From an optimization exercise on the open Yosys and OpenROAD flow, aimed at small area; shortcuts taken in it are not production practice.
At most, simulation tests tie the RTL to the original design; equivalence was not proved.
Only the layout flow was run in runs 2 and 3; the RTL was not checked for function there.
Power figures rest on the tool's default switching activity, not on a simulated workload.

**config.mk**
```make
export PLATFORM = sky130hd
export DESIGN_NAME = FIFO
export DESIGN_NICKNAME = FIFO
export VERILOG_FILES = /design/flow/design.v
export SDC_FILE = /design/flow/constraint.sdc
export NUM_CORES = 4
export LEC_CHECK = 0
export CAP_MARGIN = 20
export CORE_MARGIN = 2
export CORE_UTILIZATION = 40
export SLEW_MARGIN = 20
```
**constraint.sdc**
```tcl
create_clock -name core_clock -period 2.2 [get_ports {clk}]
set_input_delay 0.4400 -clock core_clock [delete_from_list [all_inputs] [get_ports {clk}]]
set_output_delay 0.4400 -clock core_clock [all_outputs]
set_load 0.01 [all_outputs]
```
**run.sh**
```bash
#!/bin/bash
# synth_recipe.tcl (not shown) runs the flow's synth.tcl, then flattens the netlist and writes it again
# the make line also repeats each setting of config.mk as NAME=value (left out here)
make -C /OpenROAD-flow-scripts/flow DESIGN_CONFIG=/design/flow/config.mk WORK_HOME=/design/flow/orfs CLKGATE_MAP_FILE= SYNTH_SCRIPT=/design/flow/synth_recipe.tcl finish
```
**design.v**
```verilog
`timescale 1ns / 1ps
module FIFO 
#(parameter data_width =32,parameter addr_width=4)
(input clk, 
input rd_en, 
input wr_en, 
input [data_width-1:0] data_in,  
input reset , 
output reg [data_width-1:0] data_out ,
output reg empty,
output reg full,
output reg [addr_width-1:0] data_counter 
);
reg [data_width-1:0] memory [2**addr_width-1:0]; 
reg [addr_width-1:0] rd_counter;
reg [addr_width-1:0] wr_counter;
reg add; 
reg sub; 
always @(posedge clk)
begin
     if(reset)
	  begin
	       rd_counter=0;
			 wr_counter=0;
			 data_counter=0;
			 full=0;
			 empty=1;
	  end
	  else if(rd_en&&(!empty))
	  begin
	       data_out=memory[rd_counter];
			 rd_counter=rd_counter+1;
			 data_counter=data_counter-1;
			 if(data_counter==0)
			 begin
			 empty=1'b1;
	       full=0;
			 end
			 else
			 begin
			 full=1'b0;
			 empty=0;
			 end
		end
	  else if((wr_en)&&(!full))
	  begin
	       memory[wr_counter]=data_in;
			 wr_counter=wr_counter+1;
			 data_counter=data_counter+1;
			 if(data_counter==0)
			 begin
	       full=1'b1;
			 empty=0;
			 end
			 else
			 begin
			 full=1'b0;
			 empty=0;
			 end
	  	end
end
endmodule 
```
==> results of run 1 <==
-- Yosys cell counts --
master | count | area share, %
a41oi_1 | 1 | 0.042
o21ai_0 | 1 | 0.024
buf_2 | 4 | 0.096
a21o_1 | 1 | 0.036
buf_1 | 2 | 0.036
xnor2_1 | 5 | 0.21
clkbuf_1 | 34 | 0.61
mux4_2 | 128 | 14
a22oi_1 | 64 | 2.3
and3_1 | 1 | 0.030
nand2_1 | 43 | 0.77
xor2_1 | 5 | 0.21
nor2b_1 | 4 | 0.12
ha_1 | 8 | 0.48
inv_1 | 4 | 0.072
a31oi_1 | 1 | 0.030
and2_1 | 1 | 0.030
nor2_1 | 22 | 0.39
a211oi_1 | 2 | 0.072
nand2b_1 | 4 | 0.12
buf_4 | 6 | 0.22
dfxtp_1 | 14 | 1.3
a21oi_1 | 5 | 0.12
nor3_1 | 10 | 0.24
buf_6 | 5 | 0.27
edfxtp_1 | 544 | 78
nand3_1 | 6 | 0.14
and3b_1 | 1 | 0.042
nand4_1 | 1 | 0.030
-- state kept, by name, summed over array words and instances (netlist names) --
| signal | count |
|---|---|
| memory | 512 |
| data_out | 32 |
| data_counter | 4 |
| rd_counter | 4 |
| wr_counter | 4 |
| empty | 1 |
| full | 1 |
-- cells in the final DEF, fill, tap and decap left out, drive strengths merged --
| cell | count |
|---|---|
| nand2 | 43 |
| clkdlybuf4s50 | 73 |
| buf | 84 |
| a22oi | 64 |
| clkinvlp | 2 |
| clkbuf | 69 |
| nand2b | 4 |
| bufinv | 8 |
| a31oi | 1 |
| xnor2 | 5 |
| nor2b | 4 |
| a41oi | 1 |
| nor2 | 22 |
| and3 | 1 |
| clkinv | 21 |
| nand3 | 6 |
| mux4 | 128 |
| a21o | 1 |
| and3b | 1 |
| a211oi | 2 |
| and2 | 1 |
| nand4 | 1 |
| edfxtp | 544 |
| o21ai | 1 |
| a21oi | 5 |
| dfxtp | 14 |
| xor2 | 5 |
| ha | 8 |
| inv | 4 |
| nor3 | 10 |
-- kinds of logic (layout without fill, tap and decap cells) --
kind of cell	Yosys count	in the layout	share of synthesized area, %
compound gates	75	75	2.62
buf+inv	55	261	1.30
fa+ha+maj	8	8	0.479
mux	128	128	13.8
simple gates	93	93	1.92
flops	558	558	79.5
xor+xnor	10	10	0.419
-- per-stage QoR --
step | total power [mW] | std cells | cell area, um^2 | setup WS, ps | hold slack, ps
after detailed placement | 13.2 | 1713 | 23600 | -213 | 512
final | 22.5 | 1813 | 25400 | 116 | 519
after global placement | 13.2 | 1712 | 23600 | -199 | 506
after floorplan | 12.6 | 927 | 21000 | -131 | 482
after global routing | 23.2 | 1813 | 25400 | 40.0 | 557
after CTS | 22.8 | 1813 | 25400 | 64.4 | 520
-- worst max path at each step --
| stage | start | cells after the start | endpoint |
|---|---|---|---|
| floorplan | wr_counter[2]$_SDFFE_PP0N_ | 3 | memory[13][0]$_DFFE_PP_ |
| global placement | wr_en | 8 | memory[4][5]$_DFFE_PP_ |
| detailed placement | wr_en | 8 | memory[4][5]$_DFFE_PP_ |
| CTS | data_counter[2]$_SDFFE_PP0P_ | 1 | data_counter[2] |
| global route | data_counter[2]$_SDFFE_PP0P_ | 1 | data_counter[2] |
| finish | data_counter[2]$_SDFFE_PP0P_ | 1 | data_counter[2] |
-- routing by layer --
metal / share of wire [%] / wire length, um
met5: 0 / 0
met2: 50 / 23100
met4: 2.1 / 991
met3: 5.0 / 2320
met1: 43 / 19700
-- final cells by class --
type / instances / area [um^2] / share of cell area (%)
clock buffers: 69 / 1490 / 5.87
clock inverters: 31 / 364 / 1.43
inverters: 4 / 15.0 / 0.0590
multi-input cells: 314 / 4210 / 16.5
flip-flops and latches: 558 / 16600 / 65.4
well taps: 680 / 851 / 3.34
repair buffers: 157 / 1880 / 7.40
-- power by group --
| part | internal [mW] | total [mW] | leakage [nW] | switching [mW] |
|---|---|---|---|---|
| logic | 0.536 | 1.12 | 1.95 | 0.584 |
| registers | 11.8 | 11.8 | 5.02 | 0.0437 |
| clock network | 5.73 | 9.59 | 0.905 | 3.87 |
-- tightest hold or removal path, cell delays in order (launching register included) --
cell and delay, ps:
dfxtp_1 350, nand2_1 70, a21oi_1 60
==> impl_metrics.py, run 1 <==
metrics = {
    "status": {
        "status": "finished clean",
    },
    "worst_setup_path": {
        "cp_cell_sequence": "clkdlybuf4s50_1",
        "rr_endpoint": "data_out[31]$_DFFE_PP_",
        "cp_num_buf_inv": 1,
        "timing.rr.start": "rd_counter[0]$_SDFFE_PP0P_",
        "cpPeakStageDelay_ps": 590,
        "crit_path_end_kind": "output port",
        "cp_top_family": "buffers and inverters",
        "critPathKind": "flop to output port",
        "cp.arrival_ps": 1640,
        "reg2reg_slack_ps": 200,
        "path_max_fanout": 6,
        "crit_path_start_kind": "flop",
        "reg2reg_depth": 5,
        "crit_slowest_cell": "clkdlybuf4s50_1",
        "critical_path_required_ps": 1760,
    },
    "yosys": {
        "avgSynthCellArea_um2": 22.6,
        "ys_ff_latch": 558,
        "synth_cell_types": 29,
        "syn-cell-area_um2": 20900,
        "synth_cells": 927,
        "synthesis.nets": 971,
        "ys_seq_area_share_pct": 79.5,
        "yosys_warnings": 1,
    },
    "global_route": {
        "use_met1_pct": 24.0,
        "grt_start_max_net_pins": 37,
        "grt_overflow": 0,
        "grt_pass1_wl_mm": 68.1,
        "met3_usage_pct": 2.68,
        "grt_antenna_before_repair": 0,
        "grt_use_met2_pct": 28.8,
        "grt_pass1_vias": 10310,
        "groute.usage.overall_pct": 17.4,
        "busiest_layer": "met2",
    },
    "route": {
        "drc": 0,
        "final_antenna_net_count": 0,
        "avgViaCountPerCell": 5.42,
        "drtIter0Drc": 833,
        "vias": 9825,
        "drt-total-wl_mm": 46.1,
        "routedWlPerCell_um": 25.4,
        "firstDrtPassIters": 7,
    },
    "worst_hold_path": {
        "whs_path_depth": 2,
        "min_to": "wr_counter[1]$_SDFFE_PP0N_",
        "hp-class": "flop to flop",
        "holdCritStartpoint": "wr_counter[1]$_SDFFE_PP0N_",
    },
    "power_and_ir_drop": {
        "power-per-cell-area_nw_per_um2": 886,
        "leakage_nw": 7.87,
        "ir_drop_mv": 0.561,
    },
    "clock_network": {
        "cts_sinks": 558,
        "insertion_delay_ps": 600,
        "cts_hold_buf": 0,
        "clk_path_buf_depth": 3,
        "cts_tree": "done",
        "h-tree-depth": 2,
        "post_cts_buffers": 0,
        "cts.clk_slew.worst_paths_ps": 60,
        "cts_resized": 0,
        "cts_made_buffers": 56,
        "root_buffer": "clkbuf_16",
    },
    "sta": {
        "fmax_mhz": 480,
        "relSlewSlack_pct": 45.3,
        "rsz0062_at_grt": "no",
        "fin_crit_ps": 2080,
        "tns_ps": 0,
        "setup_viol": 0,
        "clock_skew_ps": 18.7,
        "fin_crit_sh_pct": 94.7,
        "tightest_slew_ps": 821,
        "final-hold-violation-count": 0,
        "finalMaxSlewViolations": 0,
    },
    "placed_design": {
        "port_buffers": 73,
        "globalplace.congestion": 0.770,
        "post-dp-hpwl_mm": 28.5,
    },
    "cells_and_area": {
        "final_nets": 1135,
        "final_core_utilization_pct": 49.4,
        "fill_cells": 4160,
        "diodes": 0,
        "drive_gt1_share_pct": 28.2,
        "area_growth_pct": 21.7,
    },
    "floorplan": {
        "pin_count": 74,
        "core.rowCount": 83,
        "die_h_um": 233,
        "dieArea_um2": 54100,
        "core_um2": 51500,
        "die_w_um": 233,
        "start_util_pct": 40.6,
    },
    "flow_run": {
        "drv_cap": 0,
    },
}
==> run 2: changes to the inputs <==
==> design.v (replaced) <==
`timescale 1ns / 1ps
module FIFO
#(parameter data_width =32,parameter addr_width=4)
(input clk,
input rd_en,
input wr_en,
input [data_width-1:0] data_in,
input reset,
output reg [data_width-1:0] data_out,
output reg empty,
output reg full,
output reg [addr_width-1:0] data_counter
);
localparam depth = 2**addr_width;
reg [data_width-1:0] memory [depth-1:0];
wire rd_ok = rd_en & ~empty;
wire wr_ok = wr_en & ~full & ~rd_ok;
wire [addr_width-1:0] rd_idx = data_counter - 1'b1;
integer i;
always @(posedge clk) begin
    if (wr_ok) begin
        memory[0] <= data_in;
        for (i = 1; i < depth; i = i + 1)
            memory[i] <= memory[i-1];
    end
end
wire [depth-1:0] sel;
genvar g;
generate
  for (g = 0; g < depth-1; g = g + 1) begin : s
    assign sel[g] = (data_counter == g+1);
  end
endgenerate
assign sel[depth-1] = full;
reg [data_width-1:0] rd_data;
always @* begin
    rd_data = 0;
    for (i = 0; i < depth; i = i + 1)
        rd_data = rd_data | (memory[i] & {data_width{sel[i]}});
end
always @(posedge clk)
    if (rd_ok)
        data_out <= rd_data;
always @(posedge clk) begin
    if (reset) begin
        data_counter <= 0;
        full <= 1'b0;
        empty <= 1'b1;
    end else if (rd_ok) begin
        data_counter <= data_counter - 1'b1;
        full <= 1'b0;
        empty <= (data_counter == 1);
    end else if (wr_ok) begin
        data_counter <= data_counter + 1'b1;
        full <= (data_counter == depth-1);
        empty <= 1'b0;
    end
end
endmodule
--- a/config.mk
+++ b/config.mk
@@ -9,3 +9,4 @@
 export CORE_MARGIN = 2
-export CORE_UTILIZATION = 40
+export CORE_UTILIZATION = 70
+export CTS_BUF_LIST = sky130_fd_sc_hd__clkbuf_4 sky130_fd_sc_hd__clkbuf_8
 export SLEW_MARGIN = 20
==> run 2 against run 1 <==
Effect of this change:
- still clean
- register-to-register slack worse by 90 ps
- global-route usage grew 13 points
- wire length rose by 0.44%
- fmax down 2.4%
- clock power decreased by 17%
==> impl_metrics.py, run 2 <==
metrics = {
    "worst_setup_path": {
        "cp_top_family": "buffers and inverters",
        "critical_path_required_ps": 1760,
        "crit_path_end_kind": "output port",
        "cpPeakStageDelay_ps": 550,
        "rr_endpoint": "data_out[14]$_DFFE_PP_",
        "cp_cell_sequence": "buf_12, clkdlybuf4s50_1",
        "timing.rr.start": "data_counter[0]$_SDFFE_PP0P_",
        "cp.arrival_ps": 1700,
        "critical_path_depth": 2,
        "reg2reg_slack_ps": 110,
        "cp_num_buf_inv": 2,
        "critPathKind": "flop to output port",
        "path_max_fanout": 17,
        "crit_slowest_cell": "clkdlybuf4s50_1",
        "crit_path_start_kind": "flop",
        "reg2reg_depth": 6,
    },
    "floorplan": {
        "die_h_um": 175,
        "pin_count": 74,
        "core_um2": 28800,
        "dieArea_um2": 30700,
        "die_w_um": 175,
        "core.rowCount": 62,
        "start_util_pct": 71.4,
    },
    "global_route": {
        "grt_overflow": 0,
        "groute.usage.overall_pct": 30.3,
        "grt_start_max_net_pins": 90,
        "grt_antenna_before_repair": 1,
        "grt_pass1_vias": 12179,
        "grt_pass1_wl_mm": 69.6,
    },
    "cells_and_area": {
        "drive_gt1_share_pct": 18.9,
        "fill_cells": 1354,
        "area_growth_pct": 16.8,
        "final_nets": 1354,
        "mostFrequentLayoutCell": "edfxtp_1",
        "layout_common_cells": "544 x edfxtp_1, 87 x clkbuf_8, 73 x clkdlybuf4s50_1",
        "layout.cells.non_filler": 1752,
        "final_core_utilization_pct": 83.4,
        "largest_reg_flops": 512,
        "diodes": 0,
    },
    "clock_network": {
        "cts.clk_slew.worst_paths_ps": 60,
        "clk_path_buf_depth": 3,
        "cts_hold_buf": 0,
        "insertion_delay_ps": 610,
        "h-tree-depth": 3,
        "cts_tree": "done",
        "cts_made_buffers": 83,
        "root_buffer": "clkbuf_8",
        "cts_sinks": 550,
    },
    "power_and_ir_drop": {
        "switching_share_pct": 23.7,
        "clockPowerShare_pct": 34.5,
        "leakage_nw": 8.07,
        "p_total_mw": 23.2,
        "p_sw_mw": 5.49,
        "power_frac_comb_pct": 10.2,
        "power-per-cell-area_nw_per_um2": 965,
        "pwr-share-seq_pct": 55.3,
        "p_int_mw": 17.7,
        "ir_drop_mv": 0.788,
    },
    "status": {
        "status": "finished clean",
    },
    "placed_design": {
        "dp_cells": 1605,
        "post-dp-hpwl_mm": 26.8,
        "globalplace.congestion": 0.814,
        "port_buffers": 73,
    },
    "yosys": {
        "synth_common_cells": "544 x edfxtp_1, 68 x nand2_1, 65 x a22oi_1",
        "yosys_warnings": 2,
        "synthXorXnorAreaFrac_pct": 0.0853,
        "ys_ff_latch": 550,
        "syn-cell-area_um2": 20500,
        "synth_cell_types": 52,
        "ys_seq_area_share_pct": 80.1,
        "synth_compound_area_share_pct": 11.8,
        "synth_top_area_share_pct": 79.5,
        "synth_area_leaders": "edfxtp_1 80%, a22oi_1 2.4%, a221oi_1 1.6%",
        "avgSynthCellArea_um2": 18.0,
        "yosys.area_share.simple_pct": 3.42,
        "synth_top_area_cell": "edfxtp_1",
        "synth_ff_type": "edfxtp_1",
        "synthAdderAreaFrac_pct": 0.304,
        "synth_cells": 1139,
        "synthArstFlopShare_pct": 0,
        "yosysMostFrequentCell": "edfxtp_1",
        "synth_top_family_by_area": "compound AO/OA/AOI/OAI gates",
        "synth_mux_area_share_pct": 1.95,
        "synthesis.nets": 1180,
        "synth_edf_count": 544,
    },
    "route": {
        "routedWlPerCell_um": 26.4,
        "drtIter0Drc": 1664,
        "final_antenna_net_count": 0,
        "drt-total-wl_mm": 46.3,
        "avgViaCountPerCell": 6.82,
        "vias": 11948,
        "firstDrtPassIters": 8,
        "drc": 0,
    },
    "worst_hold_path": {
        "min_to": "memory[0][17]$_DFFE_PP_",
        "hp-class": "input port to flop",
        "holdCritStartpoint": "data_in[17]",
        "whs_path_depth": 1,
    },
    "sta": {
        "worst_hold_slack_ps": 385,
        "fmax_mhz": 468,
        "relSlewSlack_pct": 64.5,
        "tns_ps": 0,
        "rsz0062_at_grt": "no",
        "fin_crit_sh_pct": 97.1,
        "finalMaxSlewViolations": 0,
        "fin_crit_ps": 2140,
        "setup_viol": 0,
        "clock_skew_ps": 27.4,
        "tightest_slew_ps": 532,
        "final-hold-violation-count": 0,
    },
    "flow_run": {
        "drv_cap": 0,
    },
}
==> run 2: metrics by stage <==
stage,worst slack [ps],area (um^2)
after floorplan,-7400,20600
after global placement,13.9,22300
after detailed placement,-9.99,22300
after CTS,16.3,24000
after global routing,2.83,24000
final,64.6,24000
==> run 2: cells by family after synthesis <==
group | count (synthesis)
adder cells (fa/ha/maj) | 5
buffers and inverters | 87
AND/OR/NAND/NOR | 149
XOR/XNOR | 2
AO/OA/AOI/OAI | 312
flip-flops | 550
multiplexers | 34
==> run 2: area by class of cell <==
cell class / count / area, um^2 / area share, %
Timing Repair Buffer: 171 / 1810 / 7.54
Clock buffer: 125 / 1480 / 6.18
Sequential cell: 550 / 16500 / 68.6
Tap cell: 384 / 480 / 2.00
Multi-Input combinational cell: 502 / 3660 / 15.3
Clock inverter: 15 / 80.1 / 0.334
Inverter: 5 / 22.5 / 0.0938
==> run 2: how the worst max path moves through the flow <==
stage | start | endpoint | slack [ps]
after CTS | data_counter[0]$_SDFFE_PP0P_ | data_out[8]$_DFFE_PP_ | 20
after floorplan | rd_en | data_counter[1]$_SDFFE_PP0P_ | -7400
after global placement | rd_en | memory[9][11]$_DFFE_PP_ | 10
final | data_counter[3]$_SDFFE_PP0P_ | data_counter[3] | 60
after detailed placement | rd_en | memory[13][11]$_DFFE_PP_ | -10
after global routing | data_counter[0]$_SDFFE_PP0P_ | data_out[14]$_DFFE_PP_ | 3
==> run 2: power by group through the flow <==
stage	registers [mW]	logic (mW)	clock network, mW
after global routing	12.9	2.51	8.53
after CTS	12.8	2.33	8.11
after detailed placement	13.0	2.22	0
after floorplan	13.0	1.32	0
final	12.8	2.36	8.00
after global placement	13.0	2.16	0
==> run 2: routing by layer <==
| layer | GRT usage (%) | wire length, um | vias up |
|---|---|---|---|
| li1 | - | - | 5113 |
| met1 | 43.6 | 18000 | 5968 |
| met2 | 47.7 | 22400 | 756 |
| met4 | 11.1 | 1230 | 2 |
| met3 | 5.80 | 4660 | 109 |
| met5 | 0 | 16 | - |
==> run 2: what timing repair did <==
action / 4_1_cts / 5_1_grt
gates resized for setup: 0 / 3
setup endpoints to repair: 2 / 15
setup buffers: 7 / 0
pin swaps: 0 / 2
==> run 3: changes to the inputs <==
--- a/config.mk
+++ b/config.mk
@@ -9,4 +9,3 @@
 export CORE_MARGIN = 2
-export CORE_UTILIZATION = 70
-export CTS_BUF_LIST = sky130_fd_sc_hd__clkbuf_4 sky130_fd_sc_hd__clkbuf_8
+export CORE_UTILIZATION = 40
 export SLEW_MARGIN = 20
==> run 3 against run 2 <==
Effect of this change:
- die area increased by 73%
- hold slack got worse by 5.9 ps
- power increased by 9.2%
- clock power increased by 25%
- clock skew decreased by 8.8 ps
- area after synthesis unchanged
- combinational power increased by 4%
- final cell count increased by 16%
- wire length increased by 3.7%
- global-route usage decreased by 12 points
- largest cell class unchanged
==> impl_metrics.py, run 3 <==
metrics = {
    "sta": {
        "rsz0062_at_grt": "no",
        "worst_hold_slack_ps": 379,
        "tightest_slew_ps": 842,
        "final-hold-violation-count": 0,
        "setup_viol": 0,
        "fin_crit_ps": 2150,
        "finalMaxSlewViolations": 0,
        "fin_crit_sh_pct": 97.5,
        "clock_skew_ps": 18.7,
        "relSlewSlack_pct": 43.6,
        "tns_ps": 0,
        "fmax_mhz": 466,
    },
    "cells_and_area": {
        "largest_reg_flops": 512,
        "final_nets": 1341,
        "final_area_um2": 25000,
        "layout.cells.non_filler": 2024,
        "area_growth_pct": 21.5,
        "layout_common_cells": "544 x edfxtp_1, 77 x buf_4, 72 x clkdlybuf4s50_1",
        "diodes": 0,
        "drive_gt1_share_pct": 17.3,
        "mostFrequentLayoutCell": "edfxtp_1",
    },
    "power_and_ir_drop": {
        "power-per-cell-area_nw_per_um2": 1010,
        "p_total_mw": 25.3,
        "leakage_nw": 8.29,
        "ir_drop_mv": 0.641,
    },
    "yosys": {
        "synth_top_area_cell": "edfxtp_1",
        "synthesis.nets": 1180,
        "ys_seq_area_share_pct": 80.1,
        "synth_top_area_share_pct": 79.5,
        "yosys_warnings": 2,
        "synth_area_leaders": "edfxtp_1 80%, a22oi_1 2.4%, a221oi_1 1.6%",
        "synth_cell_types": 52,
        "synthArstFlopShare_pct": 0,
        "avgSynthCellArea_um2": 18.0,
        "synth_cells": 1139,
        "synth_common_cells": "544 x edfxtp_1, 68 x nand2_1, 65 x a22oi_1",
        "synth_edf_count": 544,
        "ys_ff_latch": 550,
        "syn-cell-area_um2": 20500,
        "yosysMostFrequentCell": "edfxtp_1",
        "synth_ff_type": "edfxtp_1",
    },
    "floorplan": {
        "core.rowCount": 83,
        "core_um2": 51100,
        "die_w_um": 231,
        "dieArea_um2": 53200,
        "pin_count": 74,
        "die_h_um": 231,
        "start_util_pct": 40.2,
    },
    "worst_setup_path": {
        "critPathKind": "flop to flop",
        "crit_path_start_kind": "flop",
        "cp_cell_sequence": "buf_4, buf_4, nand2b_1, a221oi_1, a21oi_1, a211o_1",
        "path_max_fanout": 21,
        "crit_path_end_kind": "flop",
        "cp_num_buf_inv": 2,
        "critical_path_required_ps": 2560,
        "reg2reg_slack_ps": 50,
        "cpPeakStageDelay_ps": 380,
        "crit_top_cell": "buf_4",
        "cp_top_family": "compound AO/OA/AOI/OAI gates",
        "crit_slowest_cell": "a221oi_1",
        "cp.arrival_ps": 2510,
    },
    "flow_run": {
        "drv_cap": 0,
    },
    "clock_network": {
        "cts_hold_buf": 0,
        "h-tree-depth": 2,
        "cts_made_buffers": 56,
        "cts_sinks": 550,
        "clk_path_buf_depth": 3,
        "cts.clk_slew.worst_paths_ps": 60,
        "root_buffer": "clkbuf_16",
        "cts_tree": "done",
        "insertion_delay_ps": 620,
    },
    "route": {
        "final_antenna_net_count": 0,
        "firstDrtPassIters": 7,
        "vias": 11611,
        "drc": 0,
        "drt-total-wl_mm": 48.0,
        "routedWlPerCell_um": 23.7,
        "avgViaCountPerCell": 5.74,
        "drtIter0Drc": 1307,
    },
    "global_route": {
        "grt_pass1_vias": 11688,
        "grt_antenna_before_repair": 0,
        "grt_start_max_net_pins": 43,
        "grt_pass1_wl_mm": 72.3,
        "grt_overflow": 0,
        "groute.usage.overall_pct": 17.9,
    },
    "placed_design": {
        "dp_cells": 1915,
        "placed_area_um2": 22900,
        "port_buffers": 73,
        "post-dp-hpwl_mm": 28.5,
        "globalplace.congestion": 0.806,
    },
    "worst_hold_path": {
        "hp-class": "input port to flop",
    },
    "status": {
        "status": "finished clean",
    },
}
run 3: cell counts after synthesis:
Identical to the previous run, type by type.
run 3: through the flow:
| step | util, % | setup slack [ps] |
|---|---|---|
| floorplan | - | -7400 |
| global placement | 44.8 | -7.99 |
| detailed placement | 44.8 | -32.4 |
| CTS | 48.8 | 12.5 |
| global route | 48.9 | 2.80 |
| finish | 48.9 | 54.0 |
run 3: final cells by class:
class | instances | area, um^2
Sequential cell | 550 | 16500
Timing Repair Buffer | 185 | 2000
Clock buffer | 66 | 1490
Multi-Input combinational cell | 502 | 3680
Clock inverter | 36 | 454
Fill cell | 4217 | 26100
Inverter | 5 | 22.5
Tap cell | 680 | 851
run 3: timing repair:
item                                    CTS  global route
gates cloned                              1             0
resized for setup                         2             5
pin swaps                                 0             3
setup buffers                             4             2
endpoints found under the setup margin    3            13
hold endpoints to repair                  0             0
run 3: kinds of logic (layout without fill, tap and decap cells):
group / Yosys count / after routing / share of synthesized area, %
adder cells (fa/ha/maj): 5 / 5 / 0.304
AND/OR/NAND/NOR: 149 / 149 / 3.42
AO/OA/AOI/OAI: 312 / 312 / 11.8
multiplexers: 34 / 34 / 1.95
XOR/XNOR: 2 / 2 / 0.0853
buffers and inverters: 87 / 292 / 2.37
flip-flops: 550 / 550 / 80.1
run 3: report_power, final:
group | internal, mW | total, mW | switching, mW
Sequential | 12.4 | 12.8 | 0.376
Combinational | 1.05 | 2.46 | 1.40
Clock | 6.01 | 10.0 | 4.03
run 3: routing by layer:
layer,track usage [%],part of all wire (%)
met5,0,0
met4,5.67,2.2
met3,3.15,7.6
met2,26.8,45
met1,26.5,46
run 3: path summary, 6_finish.rpt:
path                                     start                      end  cells past startpoint
setup / recovery  data_counter[2]$_SDFFE_PP0P_    data_out[5]$_DFFE_PP_                      6
hold / removal                     data_in[26]  memory[0][26]$_DFFE_PP_                      1
hold reg to reg        memory[8][20]$_DFFE_PP_  memory[9][20]$_DFFE_PP_                      0
setup reg to reg  data_counter[2]$_SDFFE_PP0P_    data_out[5]$_DFFE_PP_                      6
==> run 4: changes to the inputs <==
--- a/design.v
+++ b/design.v
@@ -38,7 +38,7 @@
     for (i = 0; i < depth; i = i + 1)
-        rd_data = rd_data | (memory[i] & {data_width{sel[i]}});
+        rd_data = rd_data | (memory[i] & {data_width{sel[i] & rd_ok}});
+    rd_data = rd_data | (data_out & {data_width{~rd_ok}});
 end
 always @(posedge clk)
-    if (rd_ok)
-        data_out <= rd_data;
+    data_out <= rd_data;
 always @(posedge clk) begin
==> flow/run.sh (new file) <==
#!/bin/bash
# Own layout flow: the standard ORFS flow, with two changes.
#  1. Synthesis is the standard one (synth_recipe.tcl via standard.sh), but ABC
#     maps the combinational logic with an area-oriented script
#     (flow/abc_area.script) instead of ORFS's delay-oriented abc_speed.script.
#     Flip-flops are mapped by dfflibmap before ABC runs, so the registers,
#     their names and cell types are exactly the standard synthesis's.
#  2. Ports are buffered with buf_1 instead of ORFS's default pick, clock tree
#     without dummy loads.
# Each step's full output goes to a log file of its own in the work folder.
set -euo pipefail
cd "$(dirname "$0")/.."
W=$PWD

rm -rf "$W/scripts_abc"
cp -r "$FLOW_HOME/scripts" "$W/scripts_abc"
cp "$W/flow/abc_area.script" "$W/scripts_abc/abc_speed.script"

bash standard.sh synth SCRIPTS_DIR="$W/scripts_abc" > "$W/synth.log" 2>&1

bash standard.sh finish \
  BUFFER_PORTS_ARGS="-buffer_cell sky130_fd_sc_hd__buf_1" \
  CTS_ARGS="-sink_clustering_enable -repair_clock_nets -buf_list {sky130_fd_sc_hd__clkbuf_4 sky130_fd_sc_hd__clkbuf_8} -sink_clustering_size 16 -sink_clustering_max_diameter 60 -dont_use_dummy_load" \
  > "$W/layout.log" 2>&1
==> flow/abc_area.script (new file) <==
&get -n
&st
&dch
&nf -R 1000
&put
==> standard.sh (new file) <==
#!/bin/bash
# synth_recipe.tcl (not shown) runs the flow's synth.tcl, then flattens the netlist and writes it again
# the make line also repeats each setting of config.mk as NAME=value (left out here)
make -C /OpenROAD-flow-scripts/flow DESIGN_CONFIG=/design/flow/config.mk WORK_HOME=/design/flow/orfs CLKGATE_MAP_FILE= SYNTH_SCRIPT=/design/flow/synth_recipe.tcl "${@:-finish}"
--- a/config.mk
+++ b/config.mk
@@ -9,3 +9,3 @@
 export CORE_MARGIN = 2
-export CORE_UTILIZATION = 40
+export CORE_UTILIZATION = 75
 export SLEW_MARGIN = 20
removed: run.sh
==> run 4 against run 3 <==
Effect of this change:
- still clean
- core utilization rose by 35 points
- area after synthesis fell by 7.4%
- setup slack improved by 42 ps
- hold slack got worse by 360 ps
- register-to-register slack improved by 40 ps
- first-iteration DRC count rose by 35%
- flip-flop and latch count did not move
- clock skew rose by 29 ps
- critical endpoint is now data_out[8]$_DFF_P_
==> impl_metrics.py, run 4 <==
metrics = {
    "clock_network": {
        "insertion_delay_ps": 580,
        "cts_sinks": 550,
        "clk_path_buf_depth": 3,
        "root_buffer": "clkbuf_8",
        "cts.clk_slew.worst_paths_ps": 100,
        "post_cts_buffers": 0,
        "cts_tree": "done",
        "cts_hold_buf": 0,
        "cts_made_buffers": 40,
        "h-tree-depth": 2,
    },
    "route": {
        "routedWlPerCell_um": 29.4,
        "drt-total-wl_mm": 41.6,
        "vias": 10524,
        "firstDrtPassIters": 6,
        "drtIter0Drc": 1769,
        "final_antenna_net_count": 0,
        "avgViaCountPerCell": 7.44,
        "drc": 0,
    },
    "placed_design": {
        "port_buffers": 73,
        "post-dp-hpwl_mm": 24.1,
        "globalplace.congestion": 0.821,
        "dp_cells": 1375,
    },
    "yosys": {
        "avgSynthCellArea_um2": 20.7,
        "synthArstFlopShare_pct": 0,
        "synth_mux_area_share_pct": 0,
        "synth_compound_area_share_pct": 11.7,
        "yosys.area_share.simple_pct": 3.08,
        "synthXorXnorAreaFrac_pct": 0.0460,
        "synth_top_family_by_area": "compound AO/OA/AOI/OAI gates",
        "synth_ff_type": "edfxtp_1",
        "synth_common_cells": "512 x edfxtp_1, 97 x a22oi_1, 65 x a221oi_1",
        "synth_cells": 921,
        "synth_top_area_cell": "edfxtp_1",
        "synth_cell_types": 24,
        "syn-cell-area_um2": 19000,
        "ys_seq_area_share_pct": 84.8,
        "yosys_warnings": 2,
        "ys_ff_latch": 550,
        "yosysMostFrequentCell": "edfxtp_1",
        "synth_area_leaders": "edfxtp_1 81%, dfxtp_1 4.0%, a22oi_1 3.8%",
        "synth_top_area_share_pct": 80.8,
        "synth_edf_count": 512,
        "synthAdderAreaFrac_pct": 0.329,
        "synthesis.nets": 962,
    },
    "floorplan": {
        "die_w_um": 163,
        "pin_count": 74,
        "dieArea_um2": 26700,
        "core_um2": 25000,
        "core.rowCount": 58,
        "die_h_um": 163,
        "start_util_pct": 76.0,
    },
    "cells_and_area": {
        "largest_reg_flops": 512,
        "diodes": 0,
        "layout_common_cells": "512 x edfxtp_1, 97 x a22oi_1, 73 x buf_1",
        "mostFrequentLayoutCell": "edfxtp_1",
        "drive_gt1_share_pct": 10.3,
        "layout.cells.non_filler": 1415,
        "fill_cells": 1120,
        "multi_input_comb_area_um2": 2980,
        "final_nets": 1128,
        "area_growth_pct": 10.8,
        "seqCellArea_um2": 16100,
    },
    "power_and_ir_drop": {
        "switching_share_pct": 22.2,
        "p_sw_mw": 4.17,
        "ir_drop_mv": 0.764,
        "p_total_mw": 18.7,
        "leakage_nw": 6.68,
        "power-per-cell-area_nw_per_um2": 888,
        "clockPowerShare_pct": 24.2,
        "power_frac_comb_pct": 6.6,
        "p_int_mw": 14.6,
        "pwr-share-seq_pct": 69.2,
    },
    "sta": {
        "relSlewSlack_pct": 75.0,
        "fmax_mhz": 475,
        "fin_crit_sh_pct": 95.6,
        "fin_crit_ps": 2100,
        "setup_viol": 0,
        "tightest_slew_ps": 375,
        "final-hold-violation-count": 0,
        "clock_skew_ps": 47.9,
        "rsz0062_at_grt": "no",
        "finalMaxSlewViolations": 0,
    },
    "worst_setup_path": {
        "path_max_fanout": 32,
        "critPathKind": "flop to flop",
        "critical_path_required_ps": 2640,
        "cp.arrival_ps": 2540,
        "crit_path_start": "data_counter[1]$_SDFFE_PP0P_",
        "timing.rr.start": "data_counter[1]$_SDFFE_PP0P_",
        "crit_path_end_kind": "flop",
        "crit_path_start_kind": "flop",
    },
    "global_route": {
        "grt_overflow": 0,
        "groute.usage.overall_pct": 31.8,
        "grt_pass1_wl_mm": 61.9,
        "grt_pass1_vias": 10572,
        "grt_antenna_before_repair": 0,
        "grt_start_max_net_pins": 65,
    },
    "worst_hold_path": {
        "hp-class": "input port to flop",
        "holdCritStartpoint": "data_in[10]",
    },
    "flow_run": {
        "drv_cap": 0,
    },
    "status": {
        "status": "finished clean",
    },
}
-- run 4: path summary, 6_finish.rpt --
kind | to | slack [ps] | cells after the start
setup / recovery | data_out[8]$_DFF_P_ | 100 | 8
hold / removal | memory[0][10]$_DFFE_PP_ | 20 | 1
setup reg to reg | data_out[8]$_DFF_P_ | 100 | 8
hold reg to reg | memory[8][30]$_DFFE_PP_ | 430 | 0
-- run 4: power by group through the flow --
stage | clock network, mW | registers, mW | logic, mW
finish | 4.53 | 13.0 | 1.24
global placement | 0 | 13.1 | 1.16
global route | 4.89 | 13.0 | 1.34
detailed placement | 0 | 13.2 | 1.23
CTS | 4.59 | 12.9 | 1.24
floorplan | 0 | 13.2 | 0.622
-- run 4: repair_timing --
action / 4_1_cts / 5_1_grt
pin swaps: 0 / 0
setup endpoints to repair: 2 / 31
gates resized for setup: 1 / 2
-- run 4: logic make-up after synthesis --
logic type | Yosys count
AND/OR/NAND/NOR | 97
adder cells (fa/ha/maj) | 5
buffers and inverters | 3
AO/OA/AOI/OAI | 265
flip-flops | 550
XOR/XNOR | 1
-- run 4: final cells by class --
| cell class | instances | area share, % |
|---|---|---|
| inverter | 3 | 0.0534 |
| timing repair buffer | 124 | 4.72 |
| clock buffer | 40 | 2.61 |
| multi-input combinational | 368 | 14.1 |
| sequential | 550 | 76.5 |
| tap | 330 | 1.96 |
-- run 4: through the flow --
| step | TNS [ps] | hold slack [ps] | utilization [%] | instance area (um^2) | setup slack [ps] |
|---|---|---|---|---|---|
| floorplan | -3316070 | 426 | - | 19100 | -6860 |
| global placement | 0 | 428 | 82.0 | 20500 | 163 |
| detailed placement | -30.5 | 433 | 82.0 | 20500 | -30.5 |
| CTS | 0 | 2.31 | 84.2 | 21100 | 17.4 |
| global route | 0 | 4.33 | 84.2 | 21100 | 11.8 |
| finish | 0 | 22.9 | 84.2 | 21100 | 96.3 |
-- run 4: per-layer routing --
metal / GRT usage, % / wire length (um) / vias to the layer above
met4: 11.0 / 1230 / 0
met1: 45.9 / 15400 / 5259
li1: - / - / 4383
met3: 6.81 / 5010 / 97
met2: 49.9 / 20000 / 785
met5: 0 / 0 / -
-- run 4: worst max-delay path: stages (launching register included) --
cell      delay, ps
dfxtp_2         430
clkinv_1        150
ha_1            220
nand2_1         200
nor2_2           80
buf_12          180
a22o_1          260
a221oi_1        300
nand3_1         150
==> run 5: changes to the inputs <==
--- a/flow/run.sh
+++ b/flow/run.sh
@@ -8,3 +8,4 @@
 #  2. Ports are buffered with buf_1 instead of ORFS's default pick, clock tree
-#     without dummy loads.
+#     without dummy loads, and non-critical gates are downsized after global
+#     routing (RECOVER_POWER).
 # Each step's full output goes to a log file of its own in the work folder.
@@ -23,2 +24,4 @@
   CTS_ARGS="-sink_clustering_enable -repair_clock_nets -buf_list {sky130_fd_sc_hd__clkbuf_4 sky130_fd_sc_hd__clkbuf_8} -sink_clustering_size 16 -sink_clustering_max_diameter 60 -dont_use_dummy_load" \
+  RECOVER_POWER=100 \
+  REMOVE_ABC_BUFFERS=1 \
   > "$W/layout.log" 2>&1
--- a/config.mk
+++ b/config.mk
@@ -10,2 +10,3 @@
 export CORE_UTILIZATION = 75
+export SETUP_SLACK_MARGIN = 0.05
 export SLEW_MARGIN = 20
==> run 5 against run 4 <==
Effect of this change:
- clock power barely moved
- global-route usage up 0.85 points
- power increased by 0.16%
- register-to-register slack better by 20 ps
- sequential power about the same
- combinational power about the same
- final cell count is 1.7% higher
- non-clock buffer count up 23
- first-iteration DRC count is 8.6% higher
- via count is 2.2% higher
- synthesized cell count unchanged
- critical path type unchanged
- largest power group unchanged
==> impl_metrics.py, run 5 <==
metrics = {
    "clock_network": {
        "cts_sinks": 550,
        "cts_tree": "done",
        "root_buffer": "clkbuf_8",
        "insertion_delay_ps": 580,
        "post_cts_buffers": 0,
        "h-tree-depth": 2,
        "cts_hold_buf": 0,
        "clk_path_buf_depth": 3,
        "cts.clk_slew.worst_paths_ps": 100,
        "cts_made_buffers": 40,
    },
    "cells_and_area": {
        "largest_reg_flops": 512,
        "layout.cells.non_filler": 1439,
        "fill_cells": 1086,
        "layout_common_cells": "512 x edfxtp_1, 97 x a22oi_1, 72 x buf_1",
        "final_area_um2": 21100,
        "mostFrequentLayoutCell": "edfxtp_1",
        "final_nets": 1151,
        "drive_gt1_share_pct": 12.2,
        "area_growth_pct": 11.0,
    },
    "route": {
        "vias": 10757,
        "drc": 0,
        "firstDrtPassIters": 9,
        "avgViaCountPerCell": 7.48,
        "drtIter0Drc": 1922,
        "routedWlPerCell_um": 29.6,
        "drt-total-wl_mm": 42.6,
        "final_antenna_net_count": 0,
    },
    "worst_setup_path": {
        "crit_slowest_cell": "dfxtp_1",
        "cpPeakStageDelay_ps": 330,
        "crit_top_cell": "buf_4",
        "critPathKind": "flop to flop",
        "critical_path_required_ps": 2640,
        "reg2reg_depth": 9,
        "cp.arrival_ps": 2520,
        "crit_path_start_kind": "flop",
        "path_max_fanout": 7,
        "cp_cell_sequence": "buf_4, ha_1, nand2_1, buf_4, nor2_4, clkbuf_2, a222oi_1, and4_1, nand3_1",
        "crit_path_end_kind": "flop",
    },
    "floorplan": {
        "start_util_pct": 76.0,
        "pin_count": 74,
        "core_um2": 25000,
        "die_w_um": 163,
        "die_h_um": 163,
        "core.rowCount": 58,
        "dieArea_um2": 26700,
    },
    "sta": {
        "setup_viol": 0,
        "clock_skew_ps": 44.4,
        "fin_crit_sh_pct": 94.8,
        "relSlewSlack_pct": 55.5,
        "tightest_slew_ps": 668,
        "finalMaxSlewViolations": 0,
        "rsz0062_at_grt": "no",
        "fmax_mhz": 479,
        "final-hold-violation-count": 0,
        "fin_crit_ps": 2090,
        "worst_hold_slack_ps": 22.4,
    },
    "yosys": {
        "synth_common_cells": "512 x edfxtp_1, 97 x a22oi_1, 65 x a221oi_1",
        "synth_ff_type": "edfxtp_1",
        "ys_seq_area_share_pct": 84.8,
        "syn-cell-area_um2": 19000,
        "synth_top_area_cell": "edfxtp_1",
        "synth_top_area_share_pct": 80.8,
        "synth_area_leaders": "edfxtp_1 81%, dfxtp_1 4.0%, a22oi_1 3.8%",
        "yosysMostFrequentCell": "edfxtp_1",
        "avgSynthCellArea_um2": 20.7,
        "yosys_warnings": 2,
        "synthArstFlopShare_pct": 0,
        "ys_ff_latch": 550,
        "synth_cells": 921,
        "synth_cell_types": 24,
        "synth_edf_count": 512,
    },
    "placed_design": {
        "dp_cells": 1398,
        "placed_area_um2": 20900,
        "post-dp-hpwl_mm": 26.0,
        "globalplace.congestion": 0.854,
        "port_buffers": 73,
    },
    "status": {
        "status": "finished clean",
    },
    "worst_hold_path": {
        "hp-class": "input port to flop",
        "whs_path_depth": 1,
    },
    "global_route": {
        "grt_start_max_net_pins": 49,
        "grt_overflow": 0,
        "grt_pass1_wl_mm": 63.8,
        "grt_pass1_vias": 10905,
        "groute.usage.overall_pct": 32.7,
        "grt_antenna_before_repair": 0,
    },
    "power_and_ir_drop": {
        "power-per-cell-area_nw_per_um2": 888,
        "ir_drop_mv": 0.674,
        "leakage_nw": 6.75,
    },
    "flow_run": {
        "drv_cap": 0,
    },
}
run 5: changes by cell type in the layout (fill, tap and decap cells not counted), sizes merged:
cell    previous run  this run
clkbuf            40        66
diode              0         1
buf              124       121
run 5: stage by stage:
stage / setup TNS [ps] / util [%] / power (mW) / setup slack, ps
floorplan: - / - / 13.9 / -22390
global placement: 0 / 83.5 / 14.3 / 5.59
detailed placement: -2240 / 83.5 / 14.5 / -133
CTS: 0 / 85.7 / 18.9 / 89.6
global route: 0 / 84.4 / 19.3 / 32.9
finish: 0 / 84.4 / 18.8 / 114
run 5: area by class of cell:
cell class | instances | area, um^2 | area share (%)
Antenna cell | 1 | 2.50 | 0.0118
Clock buffer | 40 | 551 | 2.61
Inverter | 3 | 11.3 | 0.0533
Multi-Input combinational cell | 368 | 3010 | 14.2
Sequential cell | 550 | 16100 | 76.4
Tap cell | 330 | 413 | 1.95
Timing Repair Buffer | 147 | 1010 | 4.76
run 5: final timing paths:
kind / start / end / slack (ps)
min: data_in[26] / memory[0][26]$_DFFE_PP_ / 20
min reg2reg: memory[10][28]$_DFFE_PP_ / memory[11][28]$_DFFE_PP_ / 420
max reg2reg: data_counter[0]$_SDFFE_PP0P_ / data_out[7]$_DFF_P_ / 110
max: data_counter[0]$_SDFFE_PP0P_ / data_out[7]$_DFF_P_ / 110
run 5: worst max-delay path: cells and delay by family, from the launching register on:
kind            cells  cell delay, ps
buf+inv             3             550
simple gates        4             510
flops               1             330
fa+ha+maj           1             230
compound gates      1             330
run 5: cell families (layout without fill, tap and decap cells):
family | Yosys count | in the layout | share of synthesized area (%)
flip-flops | 550 | 550 | 84.8
AO/OA/AOI/OAI | 265 | 265 | 11.7
AND/OR/NAND/NOR | 97 | 97 | 3.08
adder cells (fa/ha/maj) | 5 | 5 | 0.329
buffers and inverters | 3 | 190 | 0.0592
XOR/XNOR | 1 | 1 | 0.0460
other | 0 | 1 | 0
run 5: repair_timing:
action | 4_1_cts | 5_1_grt
cloned | 0 | 0
resized for setup | 2 | 5
hold endpoints to repair | 0 | 0
endpoints found under the setup margin | 23 | 29
run 5: where the power goes:
part           leakage (nW)  total, mW  switching [mW]  internal, mW
sequential             5.25       13.0           0.519          12.4
combinational          1.21       1.24           0.782         0.460
clock                 0.288       4.55            2.91          1.64
total                  6.75       18.8            4.21          14.5
run 5: layer usage:
layer	routed length [um]	up-vias	global-route usage, %
met2	20000	784	50.2
li1	-	4433	-
met1	15700	5407	47.2
met5	0	-	0
met3	5350	133	7.34
met4	1500	0	12.4
==> run 6: changes to the inputs <==
--- a/flow/run.sh
+++ b/flow/run.sh
@@ -25,3 +25,2 @@
   RECOVER_POWER=100 \
-  REMOVE_ABC_BUFFERS=1 \
   > "$W/layout.log" 2>&1
==> run 6 against run 5 <==
Effect of this change:
- still clean on timing, DRC and antenna
- first-iteration DRC count is 5.2% lower
- fmax decreased by 0.10%
- critical path depth is 1 lower
- core utilization decreased by 0.66 points
- setup slack got worse by 2.2 ps
- flip-flop and latch count unchanged
- wire length down 3.6%
==> impl_metrics.py, run 6 <==
metrics = {
    "placed_design": {
        "dp_cells": 1381,
        "globalplace.congestion": 0.850,
        "place_ws_ps": -12.1,
        "post-dp-hpwl_mm": 24.1,
        "port_buffers": 73,
    },
    "sta": {
        "fin_crit_sh_pct": 94.9,
        "setup_ws_ps": 112,
        "clock_skew_ps": 40.5,
        "fmax_mhz": 479,
        "worst_hold_slack_ps": 29.6,
        "finalMaxSlewViolations": 0,
        "setup_viol": 0,
        "rsz0062_at_grt": "yes",
        "final-hold-violation-count": 0,
        "tns_ps": 0,
        "tightest_slew_ps": 659,
        "relSlewSlack_pct": 56.0,
        "fin_crit_ps": 2090,
    },
    "clock_network": {
        "insertion_delay_ps": 570,
        "cts_tree": "done",
        "cts_sinks": 550,
        "post_cts_buffers": 0,
        "clk_path_buf_depth": 3,
        "h-tree-depth": 2,
        "cts_hold_buf": 0,
        "cts_made_buffers": 40,
        "cts.clk_slew.worst_paths_ps": 90,
        "root_buffer": "clkbuf_8",
    },
    "route": {
        "drc": 0,
        "avgViaCountPerCell": 7.40,
        "drtIter0Drc": 1822,
        "routedWlPerCell_um": 28.9,
        "final_antenna_net_count": 0,
        "vias": 10511,
        "drt-total-wl_mm": 41.1,
        "firstDrtPassIters": 8,
    },
    "yosys": {
        "synth_cells": 921,
        "ys_ff_latch": 550,
        "synth_area_leaders": "edfxtp_1 81%, dfxtp_1 4.0%, a22oi_1 3.8%",
        "synth_cell_types": 24,
        "ys_seq_area_share_pct": 84.8,
        "synth_top_area_cell": "edfxtp_1",
        "synth_edf_count": 512,
        "yosysMostFrequentCell": "edfxtp_1",
        "syn-cell-area_um2": 19000,
        "synthesis.nets": 962,
        "synth_ff_type": "edfxtp_1",
        "synth_common_cells": "512 x edfxtp_1, 97 x a22oi_1, 65 x a221oi_1",
        "synthArstFlopShare_pct": 0,
        "synth_top_area_share_pct": 80.8,
        "avgSynthCellArea_um2": 20.7,
        "yosys_warnings": 2,
    },
    "worst_setup_path": {
        "reg2reg_depth": 8,
        "cp.arrival_ps": 2540,
        "crit_path_start_kind": "flop",
        "crit_slowest_cell": "dfxtp_1",
        "cp_cell_sequence": "buf_4, ha_1, nand2_1, nor2_2, buf_8, a22o_1, a221oi_1, nand3_1",
        "critical_path_required_ps": 2650,
        "cp_num_buf_inv": 2,
        "critPathKind": "flop to flop",
        "path_max_fanout": 24,
        "crit_path_end_kind": "flop",
        "reg2reg_slack_ps": 110,
        "rr_endpoint": "data_out[9]$_DFF_P_",
        "cp_top_family": "compound AO/OA/AOI/OAI gates",
        "timing.rr.start": "data_counter[0]$_SDFFE_PP0P_",
        "cpPeakStageDelay_ps": 340,
    },
    "floorplan": {
        "core.rowCount": 58,
        "die_w_um": 163,
        "start_util_pct": 76.0,
        "die_h_um": 163,
        "core_um2": 25000,
        "dieArea_um2": 26700,
        "pin_count": 74,
    },
    "worst_hold_path": {
        "hp-class": "input port to flop",
        "holdCritStartpoint": "data_in[22]",
        "whs_path_depth": 1,
        "min_to": "memory[0][22]$_DFFE_PP_",
    },
    "global_route": {
        "grt_pass1_wl_mm": 61.5,
        "groute.usage.overall_pct": 31.2,
        "grt_overflow": 0,
        "grt_pass1_vias": 10695,
        "grt_start_max_net_pins": 60,
        "grt_antenna_before_repair": 0,
    },
    "power_and_ir_drop": {
        "ir_drop_mv": 0.787,
        "p_total_mw": 18.7,
        "leakage_nw": 6.67,
        "power-per-cell-area_nw_per_um2": 892,
    },
    "cells_and_area": {
        "drive_gt1_share_pct": 10.4,
        "largest_reg_flops": 512,
        "layout.cells.non_filler": 1421,
        "area_growth_pct": 10.1,
        "mostFrequentLayoutCell": "edfxtp_1",
        "final_nets": 1134,
        "layout_common_cells": "512 x edfxtp_1, 97 x a22oi_1, 72 x buf_1",
        "diodes": 0,
    },
    "flow_run": {
        "drv_cap": 0,
    },
    "status": {
        "status": "finished clean",
    },
}
[run 6: changes by cell type in the layout (fill, tap and decap cells not counted), moves of 2 or more]
cell / before / now
nand2_1: 2 / 5
clkbuf_4: 7 / 2
buf_8: 0 / 3
nor2_4: 11 / 1
nand2_2: 4 / 1
clkbuf_2: 15 / 10
nor3_4: 0 / 2
buf_12: 17 / 15
nor2_2: 2 / 11
buf_4: 27 / 22
[run 6: routing by layer]
layer  GRT usage (%)  up-vias  wire length (um)
li1                -     4396                 -
met1            46.5     5246             15400
met4            11.8        0              1240
met2            47.2      751             19100
met5               0        -                 0
met3            6.40      118              5320
[run 6: area by class of cell]
type / instances / area [um^2]
Fill cell: 1124 / 4080
Inverter: 3 / 11.3
Sequential cell: 550 / 16100
Clock buffer: 40 / 551
Tap cell: 330 / 413
Multi-Input combinational cell: 368 / 2960
Timing Repair Buffer: 130 / 891
[run 6: repair_timing]
item / 4_1_cts / 5_1_grt
hold endpoints to repair: 0 / 0
endpoints found under the setup margin: 0 / 10
resized for setup: 0 / 3
[run 6: where the power goes]
group,internal [mW],total [mW],switching (mW)
Combinational,0.461,1.22,0.757
Clock,1.64,4.54,2.90
Sequential,12.4,12.9,0.501
[run 6: logic make-up (layout without fill, tap and decap cells)]
family | Yosys count | after routing | synth area share [%]
xor gates and xnor gates | 1 | 1 | 0.0460
DFF | 550 | 550 | 84.8
adders and majority gates | 5 | 5 | 0.329
and+or+nand+nor | 97 | 97 | 3.08
buffers and inverters | 3 | 173 | 0.0592
AOI/OAI and AO/OA | 265 | 265 | 11.7
[run 6: worst max path at each step]
| stage | endpoint | startpoint | slack (ps) | cells past startpoint |
|---|---|---|---|---|
| 3_5_place_dp | data_out[9]$_DFF_P_ | rd_en | -10 | 9 |
| 4_1_cts | data_out[11]$_DFF_P_ | data_counter[0]$_SDFFE_PP0P_ | 100 | 8 |
| 3_3_place_gp | data_out[4]$_DFF_P_ | rd_en | 110 | 9 |
| 6_report | data_out[9]$_DFF_P_ | data_counter[0]$_SDFFE_PP0P_ | 110 | 8 |
| 2_1_floorplan | data_counter[2]$_SDFFE_PP0P_ | rd_en | -6860 | 5 |
| 5_1_grt | data_out[13]$_DFF_P_ | data_counter[3]$_SDFFE_PP0P_ | 30 | 7 |
[run 6: per-stage QoR]
step / cell area [um^2] / utilization [%]
after floorplan: 19100 / -
after global placement: 20500 / 81.9
after detailed placement: 20500 / 81.9
after CTS: 21100 / 84.1
after global routing: 21000 / 83.7
final: 21000 / 83.7
==> run 7: changes to the inputs <==
--- a/flow/run.sh
+++ b/flow/run.sh
@@ -23,3 +23,3 @@
   BUFFER_PORTS_ARGS="-buffer_cell sky130_fd_sc_hd__buf_1" \
-  CTS_ARGS="-sink_clustering_enable -repair_clock_nets -buf_list {sky130_fd_sc_hd__clkbuf_4 sky130_fd_sc_hd__clkbuf_8} -sink_clustering_size 16 -sink_clustering_max_diameter 60 -dont_use_dummy_load" \
+  CTS_ARGS="-sink_clustering_enable -repair_clock_nets -buf_list {sky130_fd_sc_hd__clkbuf_8 sky130_fd_sc_hd__clkbuf_16} -sink_clustering_size 30 -sink_clustering_max_diameter 60 -dont_use_dummy_load" \
   RECOVER_POWER=100 \
--- a/config.mk
+++ b/config.mk
@@ -9,3 +9,3 @@
 export CORE_MARGIN = 2
-export CORE_UTILIZATION = 75
+export CORE_UTILIZATION = 85
 export SETUP_SLACK_MARGIN = 0.05
==> run 7 against run 6 <==
Effect of this change:
- the flow now stops in clock tree synthesis (4_1_cts)
- area after synthesis unchanged
- synthesized cell count is the same
==> impl_metrics.py, run 7 <==
metrics = {
    "yosys": {
        "synth_area_leaders": "edfxtp_1 81%, dfxtp_1 4.0%, a22oi_1 3.8%",
        "synthXorXnorAreaFrac_pct": 0.0460,
        "synth_top_area_cell": "edfxtp_1",
        "synth_mux_area_share_pct": 0,
        "synth_top_area_share_pct": 80.8,
        "synth_edf_count": 512,
        "synth_common_cells": "512 x edfxtp_1, 97 x a22oi_1, 65 x a221oi_1",
        "ys_seq_area_share_pct": 84.8,
        "synth_ff_type": "edfxtp_1",
        "yosysMostFrequentCell": "edfxtp_1",
        "synth_cells": 921,
        "ys_ff_latch": 550,
        "syn-cell-area_um2": 19000,
        "synthArstFlopShare_pct": 0,
        "yosys.area_share.simple_pct": 3.08,
        "synth_top_family_by_area": "compound AO/OA/AOI/OAI gates",
        "synthAdderAreaFrac_pct": 0.329,
        "synth_cell_types": 24,
        "yosys_warnings": 2,
        "avgSynthCellArea_um2": 20.7,
        "synthesis.nets": 962,
        "synth_compound_area_share_pct": 11.7,
    },
    "clock_network": {
        "cts_made_buffers": 28,
        "cts_resized": 30,
        "cts_hold_buf": 0,
        "h-tree-depth": 1,
        "clk_path_buf_depth": 3,
        "root_buffer": "clkbuf_16",
        "cts_sinks": 550,
        "post_cts_buffers": 0,
    },
    "floorplan": {
        "start_util_pct": 87.0,
        "pin_count": 74,
        "die_w_um": 154,
        "core.rowCount": 54,
        "die_h_um": 154,
    },
    "placed_design": {
        "port_buffers": 73,
        "globalplace.congestion": 0.840,
        "post-dp-hpwl_mm": 29.2,
        "place_ws_ps": -315,
        "dp_cells": 1325,
        "placed_area_um2": 20500,
    },
    "status": {
        "status": "aborted with a tool error",
        "lastStage": "clock tree synthesis (4_1_cts)",
        "error": "[ERROR DPL-0033] detailed placement checks failed during check placement.",
    },
}
-- run 7: worst min-delay path by stage --
stage / to / depth (start not counted) / from
2_1_floorplan: memory[12][0]$_DFFE_PP_ / 0 / memory[11][0]$_DFFE_PP_
3_3_place_gp: memory[8][19]$_DFFE_PP_ / 0 / memory[7][19]$_DFFE_PP_
3_5_place_dp: memory[11][21]$_DFFE_PP_ / 0 / memory[10][21]$_DFFE_PP_
-- run 7: cells by family after synthesis --
group                    after synthesis
adder cells (fa/ha/maj)                5
buffers and inverters                  3
AO/OA/AOI/OAI                        265
XOR/XNOR                               1
AND/OR/NAND/NOR                       97
flip-flops                           550
-- run 7: power by group through the flow --
| stage | Sequential [mW] | Clock, mW | Combinational [mW] |
|---|---|---|---|
| floorplan | 13.2 | 0 | 0.623 |
| global placement | 13.1 | 0 | 1.17 |
| detailed placement | 13.2 | 0 | 1.34 |
-- run 7: metrics by stage --
| step | total power [mW] | util [%] |
|---|---|---|
| detailed placement | 14.6 | 93.5 |
| global placement | 14.2 | 93.5 |
| floorplan | 13.8 | - |
==> run 8: changes to the inputs <==
--- a/config.mk
+++ b/config.mk
@@ -9,3 +9,3 @@
 export CORE_MARGIN = 2
-export CORE_UTILIZATION = 85
+export CORE_UTILIZATION = 80
 export SETUP_SLACK_MARGIN = 0.05
==> run 8 against run 7 <==
Effect of this change:
- now clean on timing, DRC and antenna
- area after synthesis unchanged
- synthesized cell count unchanged
==> impl_metrics.py, run 8 <==
metrics = {
    "route": {
        "drc": 0,
        "drtIter0Drc": 2064,
        "drt-total-wl_mm": 48.3,
        "firstDrtPassIters": 6,
        "routedWlPerCell_um": 34.8,
        "vias": 11175,
        "final_antenna_net_count": 0,
        "avgViaCountPerCell": 8.05,
    },
    "cells_and_area": {
        "seqCellArea_um2": 16100,
        "area_growth_pct": 11.4,
        "final_nets": 1113,
        "drive_gt1_share_pct": 9.53,
        "diodes": 0,
        "fill_cells": 743,
        "layout_common_cells": "512 x edfxtp_1, 97 x a22oi_1, 73 x buf_1",
        "final_area_um2": 21200,
        "largest_reg_flops": 512,
        "mostFrequentLayoutCell": "edfxtp_1",
        "multi_input_comb_area_um2": 3050,
    },
    "placed_design": {
        "place_ws_ps": 59.1,
        "globalplace.congestion": 0.812,
        "port_buffers": 73,
        "placed_area_um2": 20500,
        "post-dp-hpwl_mm": 24.7,
    },
    "worst_setup_path": {
        "path_max_fanout": 32,
        "crit_slowest_cell": "a221oi_1",
        "cp_num_buf_inv": 2,
        "cp.arrival_ps": 2610,
        "critical_path_depth": 8,
        "critical_path_required_ps": 2660,
        "cpPeakStageDelay_ps": 400,
        "crit_path_end_kind": "flop",
        "critPathKind": "flop to flop",
        "crit_path_start_kind": "flop",
        "cp_top_family": "compound AO/OA/AOI/OAI gates",
        "reg2reg_depth": 8,
        "cp_cell_sequence": "clkinv_1, ha_1, nand2_2, nor2_1, buf_6, a22o_1, a221oi_1, nand3_1",
    },
    "sta": {
        "tightest_slew_ps": 661,
        "fin_crit_ps": 2150,
        "rsz0062_at_grt": "no",
        "final-hold-violation-count": 0,
        "fin_crit_sh_pct": 97.6,
        "fmax_mhz": 466,
        "setup_viol": 0,
        "relSlewSlack_pct": 55.8,
        "setup_ws_ps": 52.4,
        "finalMaxSlewViolations": 0,
        "clock_skew_ps": 54.1,
    },
    "yosys": {
        "synth_cells": 921,
        "yosysMostFrequentCell": "edfxtp_1",
        "synth_ff_type": "edfxtp_1",
        "synth_edf_count": 512,
        "synth_cell_types": 24,
        "synth_top_area_share_pct": 80.8,
        "ys_ff_latch": 550,
        "yosys_warnings": 2,
        "synth_common_cells": "512 x edfxtp_1, 97 x a22oi_1, 65 x a221oi_1",
        "avgSynthCellArea_um2": 20.7,
        "synth_top_area_cell": "edfxtp_1",
        "synthArstFlopShare_pct": 0,
        "syn-cell-area_um2": 19000,
        "synthesis.nets": 962,
        "ys_seq_area_share_pct": 84.8,
        "synth_area_leaders": "edfxtp_1 81%, dfxtp_1 4.0%, a22oi_1 3.8%",
    },
    "power_and_ir_drop": {
        "leakage_nw": 6.72,
        "ir_drop_mv": 0.932,
        "power-per-cell-area_nw_per_um2": 934,
    },
    "floorplan": {
        "dieArea_um2": 25000,
        "die_h_um": 158,
        "pin_count": 74,
        "core.rowCount": 56,
        "die_w_um": 158,
        "core_um2": 23400,
        "start_util_pct": 81.3,
    },
    "clock_network": {
        "clk_path_buf_depth": 3,
        "cts.clk_slew.worst_paths_ps": 110,
        "insertion_delay_ps": 600,
        "cts_sinks": 550,
        "h-tree-depth": 1,
        "root_buffer": "clkbuf_16",
        "cts_tree": "done",
        "cts_made_buffers": 29,
    },
    "worst_hold_path": {
        "hp-class": "input port to flop",
        "whs_path_depth": 1,
    },
    "flow_run": {
        "drv_cap": 0,
    },
    "global_route": {
        "grt_overflow": 0,
        "grt_pass1_vias": 11370,
        "grt_start_max_net_pins": 85,
        "grt_pass1_wl_mm": 69.7,
        "grt_antenna_before_repair": 0,
        "groute.usage.overall_pct": 39.1,
    },
    "status": {
        "status": "finished clean",
    },
}
==> run 8: layer usage <==
| layer | up-vias | routed length [um] | track usage, % |
|---|---|---|---|
| li1 | 4359 | - | - |
| met1 | 5433 | 15500 | 52.7 |
| met2 | 1126 | 23400 | 62.0 |
| met3 | 257 | 6430 | 7.32 |
| met4 | 0 | 3000 | 22.2 |
| met5 | - | 0 | 0 |
==> run 8: final timing paths <==
check,startpoint,endpoint,slack (ps)
max,data_counter[1]$_SDFFE_PP0P_,data_out[1]$_DFF_P_,50
min,data_in[3],memory[0][3]$_DFFE_PP_,5
max reg2reg,data_counter[1]$_SDFFE_PP0P_,data_out[1]$_DFF_P_,50
min reg2reg,memory[2][1]$_DFFE_PP_,memory[3][1]$_DFFE_PP_,440
==> run 8: cell families after synthesis <==
kind of cell	synth area share [%]
DFF	84.8
AOI/OAI and AO/OA	11.7
and+or+nand+nor	3.08
xor gates and xnor gates	0.0460
buffers and inverters	0.0592
adders and majority gates	0.329
==> run 8: power by group <==
part / switching [mW] / total, mW / internal, mW
combinational: 0.885 / 1.37 / 0.482
clock: 3.07 / 5.41 / 2.34
sequential: 0.589 / 13.0 / 12.4
total: 4.54 / 19.8 / 15.3
==> run 8: area by class of cell <==
| class | instances | area share [%] |
|---|---|---|
| Clock buffer | 29 | 3.42 |
| Inverter | 3 | 0.0531 |
| Multi-Input combinational cell | 368 | 14.4 |
| Sequential cell | 550 | 76.1 |
| Tap cell | 319 | 1.88 |
| Timing Repair Buffer | 120 | 4.18 |
==> run 8: per-stage QoR <==
stage	power, mW	std cells	TNS (ps)	hold WS (ps)	util [%]
2_1_floorplan	13.8	921	-3316080	426	-
3_3_place_gp	14.3	1360	0	427	87.7
3_5_place_dp	14.5	1360	0	434	87.7
4_1_cts	19.7	1389	0	2.17	90.9
5_1_grt	20.2	1389	0	6.95	90.6
6_report	19.8	1389	0	5.07	90.6
==> run 8: repair_timing <==
action                     in CTS  in global routing
pin swaps                       0                  2
setup endpoints to repair       8                 18
cloned                          0                  0
setup buffers                   0                  0
resized for setup               3                  8
hold buffers                    0                  0

-- re-timing with driven ports --
The results above use ideal ports. As a check the final layouts listed here were re-extracted and re-timed, cells and wires unchanged. Step 1: set_driving_cell puts a clkbuf_16 on clk and a buf_2 on each other input, an assumption about the parent block. Step 2, shift: input delay + t, output delay - t, t = (earliest + latest rising clock arrival at the registers) / 2. This alone moves slack from input paths to output paths. Three values: ideal ports, drivers, drivers and shift; two values: the first two.
run	t (ns)	setup WS [ns]	hold slack, ns	worst setup path at the end	clock arrival spread, ns	worst data-port slew with drivers (ns)
run 1	0.645	0.116 / 0.059 / -0.219	0.519 / 0.519 / 0.519	input to register	0.024 / 0.024	0.08
run 2	0.639	0.065 / 0.017 / -0.060	0.385 / 0.361 / 0.439	input to register	0.032 / 0.033	0.09
run 3	0.661	0.054 / 0.019 / -0.068	0.379 / 0.347 / 0.437	input to register	0.022 / 0.022	0.04
run 4	0.607	0.096 / 0.096 / 0.066	0.023 / -0.001 / 0.432	input to register	0.049 / 0.049	0.03
run 5	0.607	0.114 / 0.114 / -0.165	0.022 / 0.004 / 0.419	input to register	0.045 / 0.044	0.08
run 6	0.599	0.112 / 0.112 / -0.035	0.030 / 0.009 / 0.415	input to register	0.051 / 0.051	0.04
run 8	0.623	0.052 / 0.052 / -0.069	0.005 / -0.014 / 0.436	input to register	0.055 / 0.055	0.05
With both steps, setup timing fails in 6 of these runs, where it was met with ideal ports. The setup slack of run 1, which loses most, moves by -0.057 ns with the drivers and by -0.335 ns with both steps.
